Context: an optimization exercise on an open-source flow, tuned for small area, a short achievable clock period and few clock cycles. The choices shown serve that exercise and are no tape-out recipe. In this exercise RTL edits were held to simulation tests only and were not proved equivalent to the original.

--- run.sh ---
#!/bin/bash
# synth_recipe.tcl (not shown) runs the flow's synth.tcl, then flattens the netlist and writes it again
# the make line also repeats each setting of config.mk as NAME=value (left out here)
make -C /OpenROAD-flow-scripts/flow DESIGN_CONFIG=/design/flow/config.mk WORK_HOME=/design/flow/orfs CLKGATE_MAP_FILE= SYNTH_SCRIPT=/design/flow/synth_recipe.tcl finish
--- design.v ---
module Two_D_Conv_with_S_and_P #(parameter Width = 16 )(
 input[Width-1:0] A_in,
 input[Width-1:0] B_in,
 input RST,CLK,
 input[5:0] N1, M1, S1, P1, O1,
   output reg [Width-1:0] FINAL_OUT,
   output  reg Done
    );
 reg signed [Width-1:0] A[63:0];
 reg signed [Width-1:0] B[63:0];
 reg signed [Width-1:0] OUT[63:0];
 reg [3:0] State , nxt_State ;
 reg [Width-1:0] ACC;
 reg [5:0] Out_size ;
 reg [5:0] Count_1, Count_2, Count_3,Count_4,Count_5; 
 reg [5:0] N, M ,S,P,N_padded;
 localparam s0 = 4'b0000,
            s1 = 4'b0001,
            s2 = 4'b0010,
            s3 = 4'b0011,
            s4 = 4'b0100,
            s5 = 4'b0101;
 integer i;
 always@(posedge CLK or posedge RST) begin
 if (RST == 1)
 begin
 State <= s0;
  for (i = 0; i < 64 ; i = i+1)
   begin
    A[i] <= 0;
    B[i] <= 0;
    OUT[i] <= 0;
   end
 end
 else
 begin
 State <= nxt_State;
 case (State)
  s0    : begin              
            Count_1  <= 0;
            Count_2 <= 0;
            Count_3 <=0;
            Count_4 <= 0;
            Count_5 <= 0;
            Done <= 0;
            FINAL_OUT <= 0;
            ACC <= 0;
            Out_size <= (O1)   *  (O1) ;
             N <= N1;
              M <= M1;
              S <= S1;
              P <= P1;
              N_padded <= 2*P1 + N1; 
          end
   s1    : begin       
              Count_1 <= Count_1 + 1'b1;
              if(Count_1 < N*N )
              A[Count_1 + P*(N + 2*P + 1) + Count_3] <= A_in;
              if(Count_1 < M*M )
              B[Count_1] <= B_in;
              if(Count_1 == N*N)
               begin
                Count_1 <= 0;
                Count_2 <= 0;
                Count_3 <= 0;
               end
             else if(Count_2 == N-1 )
               begin
               Count_3 <= Count_3 + 2*P;
               Count_2 <= 0;
               end
             else
                Count_2 <= Count_2 + 1'b1;
          end
   s2   : begin  
             ACC <= (ACC + A[Count_1 + N_padded *Count_2 + Count_3 + N_padded *Count_4 ]*B[Count_1 + M*Count_2 ]);
                   if (Count_1 == M-1)
                         begin 
                         Count_1 <=0;
                         Count_2 <= Count_2 + 1;
                        end
                      else
                        Count_1 <= Count_1 + 1'b1; 
             end 
   s3 :   OUT[ Count_5 ]  <= ACC;
   s4 :  begin
                ACC <= 0;
                Count_1 <= 0; 
                Count_2 <= 0;
                Count_5 <= Count_5 + 1;
                Count_3 <= Count_3 + S;
                             if ( Count_3 == N_padded -M)
                             begin
                             Count_4 <= Count_4 + S;
                             Count_3 <= 0;
                             end
           end
   s5 :    begin
                if (Count_5 > 0) 
                 begin
                FINAL_OUT <= OUT[Out_size- (Count_5 )];
                Count_5 <= Count_5 - 1;
                Done <= 1;
                 end
                else 
                  begin
                   Done <= 0;
                   FINAL_OUT <= 0;
                  end
                end
  endcase 
  end 
 end
 always@(*) begin
 case(State)
 4'b0000 :  begin 
         nxt_State =  4'b0001;
         end
4'b0001 : begin
         if(Count_1 == N*N)
                 nxt_State =  4'b0010;
                 else
                 begin
                 nxt_State =  4'b0001;
                 end
         end
  4'b0010 : begin  
            if (Count_2 == M-1 && Count_1 == M-1)
             nxt_State =  4'b0011;
            else
            nxt_State =  4'b0010; 
          end        
  4'b0011 : nxt_State =   4'b0100;        
  4'b0100: begin
           if (Count_4 == N_padded-M && Count_3 == N_padded-M)
           nxt_State = 4'b0101; 
           else
           nxt_State = 4'b0010;
           end   
  4'b0101 : nxt_State =   4'b0101;
  default : nxt_State =   State;
 endcase
 end
endmodule
--- constraint.sdc ---
create_clock -name core_clock -period 15.0 [get_ports {CLK}]
set_input_delay 3.0000 -clock core_clock [delete_from_list [all_inputs] [get_ports {CLK}]]
set_output_delay 3.0000 -clock core_clock [all_outputs]
set_load 0.01 [all_outputs]
--- config.mk ---
export PLATFORM = sky130hd
export DESIGN_NAME = Two_D_Conv_with_S_and_P
export DESIGN_NICKNAME = Two_D_Conv_with_S_and_P
export VERILOG_FILES = /design/flow/design.v
export SDC_FILE = /design/flow/constraint.sdc
export NUM_CORES = 8
export LEC_CHECK = 0
export CAP_MARGIN = 20
export CORE_MARGIN = 2
export CORE_UTILIZATION = 40
export SLEW_MARGIN = 20
==> run summary <==
- CP max FO: 37
- The clock tree synthesis step divided the H-tree into 5 levels.
- STA classifies the critical path startpoint as a flip-flop.
- Data required time of the critical path: 15850 ps
- At the pin with the least slew margin, the transition time is 1305 ps.
- Post-synth EDFFs: 97
* Effective utilization at floorplan: 0.4025
- Largest net degree at the start of global routing: 195
- Library cell occupying the most area in the post-synthesis netlist: sky130_fd_sc_hd__dfrtp_1
- Cell Area, Synth: 147500 um^2
- In the final layout, flip-flops and latches occupy 79860 um^2.
- The worst register-to-register path ends at ACC[15]$_SDFFCE_PP0P_.
- The worst hold path terminates at OUT[53][5]$_DFFE_PP0P_.
- In this run, the number of DRC markers left after iteration 0 of detailed routing was 13.56k.
* Post-detailed-route DRC marker count: 0
* Setup slack of the most critical reg-to-reg path: 1790 ps
- After detailed routing, the number of vias per cell comes to 6.394.
- Most common cell after layout, fill and taps aside: sky130_fd_sc_hd__dfrtp_1
- Area of the multi-input gates: 63780 um^2
- Number of buffers added to fix hold violations after cts: 0
- Total setup violations reported at the end of the flow: 0
- CTS saw 3172 sinks.
- After legalization and detailed placement, the total HPWL measured 350100 um.
* Root cell of the clock tree: sky130_fd_sc_hd__clkbuf_16
- Across every metal layer, demand over resource in global routing totals 0.3031.
- Shortest period the worst path allows: 13210 ps
* Worst Reg-to-Reg Cells: 40
- Endpoint kind of the worst setup timing path: flip-flop
* Vias post-DR: 108.5k
- The detail route stage leaves a number of antenna-violating nets equal to 0.
- TritonCTS clock tree: built
- Clock insertion delay at the later pin of the skew report: 1010 ps
- CP dominant cell by count: sky130_fd_sc_hd__fa_1
* Startpoint of the lowest-slack hold path: OUT[53][5]$_DFFE_PP0P_
* Fin Clk Skew: 107.2 ps
- The slowest stage of the critical path is the sky130_fd_sc_hd__or4_1 cell.
* Area fraction of the dominant cell type after synthesis: 0.5218
- The number of global-route vias before repair is 109.4k.
- CTS Buf Count: 352
- Input and output buffers added on the ports amount to 79.
* Area inside the core boundary: 366400 um^2
- In this run the worst hold path is classified as reg -> reg.
* Sequential fraction of the synthesis area: 0.5415
- Last weighted congestion value of the routability-driven placer: 0.9360
- In this run the vertical extent of the chip is 611.2 um.
- Count of buffers added by post-CTS timing repair for setup: 0
- Sum of overflow across all layers after global routing: 0
* Ys async rst share: 0.9694
- Counting distinct cell types in the post-synthesis netlist gives 81.
- The area growth from synthesis to layout is 13.60%.
* Ratio of cells with drive above 1 in the final layout: 0.3284
- The synthesized design contains 3172 register bits.
* Quantity of gates resized following cts: 0
- Synthesized netlist cell count: 11.90k
- The final max-slew violation count was 0.
* Primary FF master, synth: sky130_fd_sc_hd__dfrtp_1
- Number of warnings reported in the yosys synthesis log: 4
* Result of the run: finished clean
- The tool flagged a number of max-cap violations equal to 0.
- Measured on the finished design, the core utilization comes to 0.4573.
- Maximum single-stage delay on the critical path: 640 ps
- Hold Path Cell Cnt: 2
- The first global-routing pass estimated 818100 um of wire.
- The number of nets handed over by synthesis was 12.29k.
- The total count of hold-check failures in the final report is 0.
- The die covers 373600 um^2.
- Iteration count of the initial detailed-routing pass: 6
- Number of nets in the final layout: 12.23k
- Dividing the detail-routed wire length by the instance count gives 33.87 um.
- Number of standard-cell rows in the floorplan: 222
* Most frequent cells in the layout: sky130_fd_sc_hd__dfrtp_1, sky130_fd_sc_hd__mux2_2, sky130_fd_sc_hd__nand2_1, sky130_fd_sc_hd__a22oi_1, sky130_fd_sc_hd__o21ai_0
- Summed over all failing endpoints, the final setup total negative slack is 0 ps.
- After synthesis, the cell types taking the most area are sky130_fd_sc_hd__dfrtp_1, sky130_fd_sc_hd__mux2_2, sky130_fd_sc_hd__a22oi_1, sky130_fd_sc_hd__nand2_1, sky130_fd_sc_hd__clkbuf_1.
* Wirelength, routed: 574500 um
- Final worst-path cycle share: 0.8806
- The average instance in the mapped netlist occupies 12.39 um^2.
- Number of fillers in the final layout: 32.80k
* Horizontal die dimension: 611.2 um
- Reg clk slew, reported paths: 60 ps
- 81 I/O pins were placed.
- The startpoint identified for the worst register-to-register timing path is Count_4[0]$_SDFFCE_PP0P_.
* CP Class: reg -> reg
* CTS max path bufs: 4
- Headroom to the max-slew limit came out at 0.1281.
- Peak clock frequency supported by timing: 75.71 MHz
- Initial antenna violation count: 26
- STA puts the critical path data arrival time at 14060 ps.
* Unrepaired setup endpoints after global routing: false
-- through the flow --
stage	setup WS [ps]	hold slack [ps]	cells	instance area [um^2]
floorplan	-36840	449.8	11901	147500
global placement	1573	460.9	16298	155200
detailed placement	2036	470.3	16303	155300
CTS	1942	482.9	16942	167300
global route	1252	494.7	16949	167500
finish	1791	480.1	16961	167500
-- synth_stat cells (8+ instances only) --
master                      count
sky130_fd_sc_hd__a2111oi_0     13
sky130_fd_sc_hd__a211oi_1      31
sky130_fd_sc_hd__a21o_1        19
sky130_fd_sc_hd__a21oi_1      153
sky130_fd_sc_hd__a221o_1       29
sky130_fd_sc_hd__a221oi_1     210
sky130_fd_sc_hd__a222oi_1     166
sky130_fd_sc_hd__a22o_1       190
sky130_fd_sc_hd__a22oi_1      620
sky130_fd_sc_hd__a311oi_1      20
sky130_fd_sc_hd__a31oi_1       63
sky130_fd_sc_hd__a32oi_1       30
sky130_fd_sc_hd__and2_1       107
sky130_fd_sc_hd__and3_1        55
sky130_fd_sc_hd__buf_1        104
sky130_fd_sc_hd__buf_2         31
sky130_fd_sc_hd__clkbuf_1     847
sky130_fd_sc_hd__dfrtp_1     3075
sky130_fd_sc_hd__edfxtp_1      97
sky130_fd_sc_hd__fa_1         145
sky130_fd_sc_hd__ha_1         175
sky130_fd_sc_hd__inv_1        281
sky130_fd_sc_hd__mux2_2      2703
sky130_fd_sc_hd__mux2i_1       51
sky130_fd_sc_hd__nand2_1      948
sky130_fd_sc_hd__nand2b_1      16
sky130_fd_sc_hd__nand3_1      258
sky130_fd_sc_hd__nand4_1      165
sky130_fd_sc_hd__nor2_1       299
sky130_fd_sc_hd__nor2b_1       36
sky130_fd_sc_hd__nor3_1       100
sky130_fd_sc_hd__nor3b_1       12
sky130_fd_sc_hd__nor4_1        24
sky130_fd_sc_hd__o211ai_1      19
sky130_fd_sc_hd__o21ai_0      472
sky130_fd_sc_hd__o22ai_1       18
sky130_fd_sc_hd__o31ai_1       10
sky130_fd_sc_hd__or3_1         12
sky130_fd_sc_hd__xnor2_1      117
sky130_fd_sc_hd__xnor3_1        8
sky130_fd_sc_hd__xor2_1        52
-- cell families (layout without fill, tap and decap cells) --
kind of cell,after synthesis,after routing,synth area share
other cells,0,14,0
fa+ha+maj,320,320,0.03453
simple gates,2071,2071,0.06410
mux,2756,2756,0.2101
xor+xnor,181,181,0.01191
flops,3172,3172,0.5415
compound gates,2132,2132,0.1051
buf+inv,1269,1499,0.03274
-- worst max-delay path by stage --
stage	from	cells past startpoint	slack (ps)	endpoint
after detailed placement	Count_4[0]$_SDFFCE_PP0P_	39	2040	ACC[15]$_SDFFCE_PP0P_
after CTS	Count_4[0]$_SDFFCE_PP0P_	39	1940	ACC[15]$_SDFFCE_PP0P_
after global placement	Count_4[0]$_SDFFCE_PP0P_	40	1570	ACC[15]$_SDFFCE_PP0P_
final	Count_4[0]$_SDFFCE_PP0P_	40	1790	ACC[15]$_SDFFCE_PP0P_
after floorplan	RST	3	-36840	Done$_DFFE_PP_
after global routing	N_padded[1]$_DFFE_PP_	46	1250	ACC[15]$_SDFFCE_PP0P_
-- layout make-up --
class | instances | area share
multi-input cells | 7460 | 0.3807
clock buffers | 524 | 0.06212
inverters | 283 | 0.006363
flip-flops and latches | 3172 | 0.4767
clock inverters | 115 | 0.009478
diodes | 14 | 0.0002091
well taps | 4816 | 0.03597
repair buffers | 577 | 0.02845
-- worst max-delay path: cells and delay by family (launching register included) --
family	cells	cell delay, ps
AO/OA/AOI/OAI	8	2720
flip-flops	1	580
AND/OR/NAND/NOR	9	2290
XOR/XNOR	3	600
buffers and inverters	6	650
adder cells (fa/ha/maj)	14	6170
-- flip-flops by register name, summed over array words and instances, names as in the netlist --
name and cells:
A 1024, ACC 16, B 1024, Count_1 6, Count_2 6, Count_3 6, Count_4 6, Count_5 6
Done 1, FINAL_OUT 16, M 6, N 6, N_padded 5, OUT 1024, Out_size 5, P 6
S 6, State 3
-- layer usage --
layer,track usage,routed length [um]
met5,0,161
met4,0.1693,39500
met1,0.3957,220300
met2,0.4605,252100
met3,0.07569,62510
Testbench counts, summed over its fixed seeds: cycles 193,814.

==> separate check: timing with driven ports <==
In the flow no input, the clock included, has a driving cell. The finished layout below was timed again as built, in two steps. Step 1 sets driving cells, clkbuf_16 on the clock port and buf_2 on the other inputs (assumed; they add their load-dependent delay and slew). Step 2, shift: input delay + t, output delay - t, t = (earliest + latest rising clock arrival at the registers) / 2. This alone moves slack from input paths to output paths. Three values: ideal ports, drivers, drivers and shift; two values: the first two.
shift t [ns]: 1.073
setup WS [ns]: 1.791 / 1.791 / 1.791
worst setup path after step 2: register to register
After both steps setup and hold are still met in this run. For this run, drivers alone change the setup slack by 0.000 ns; drivers and shift together by 0.000 ns.
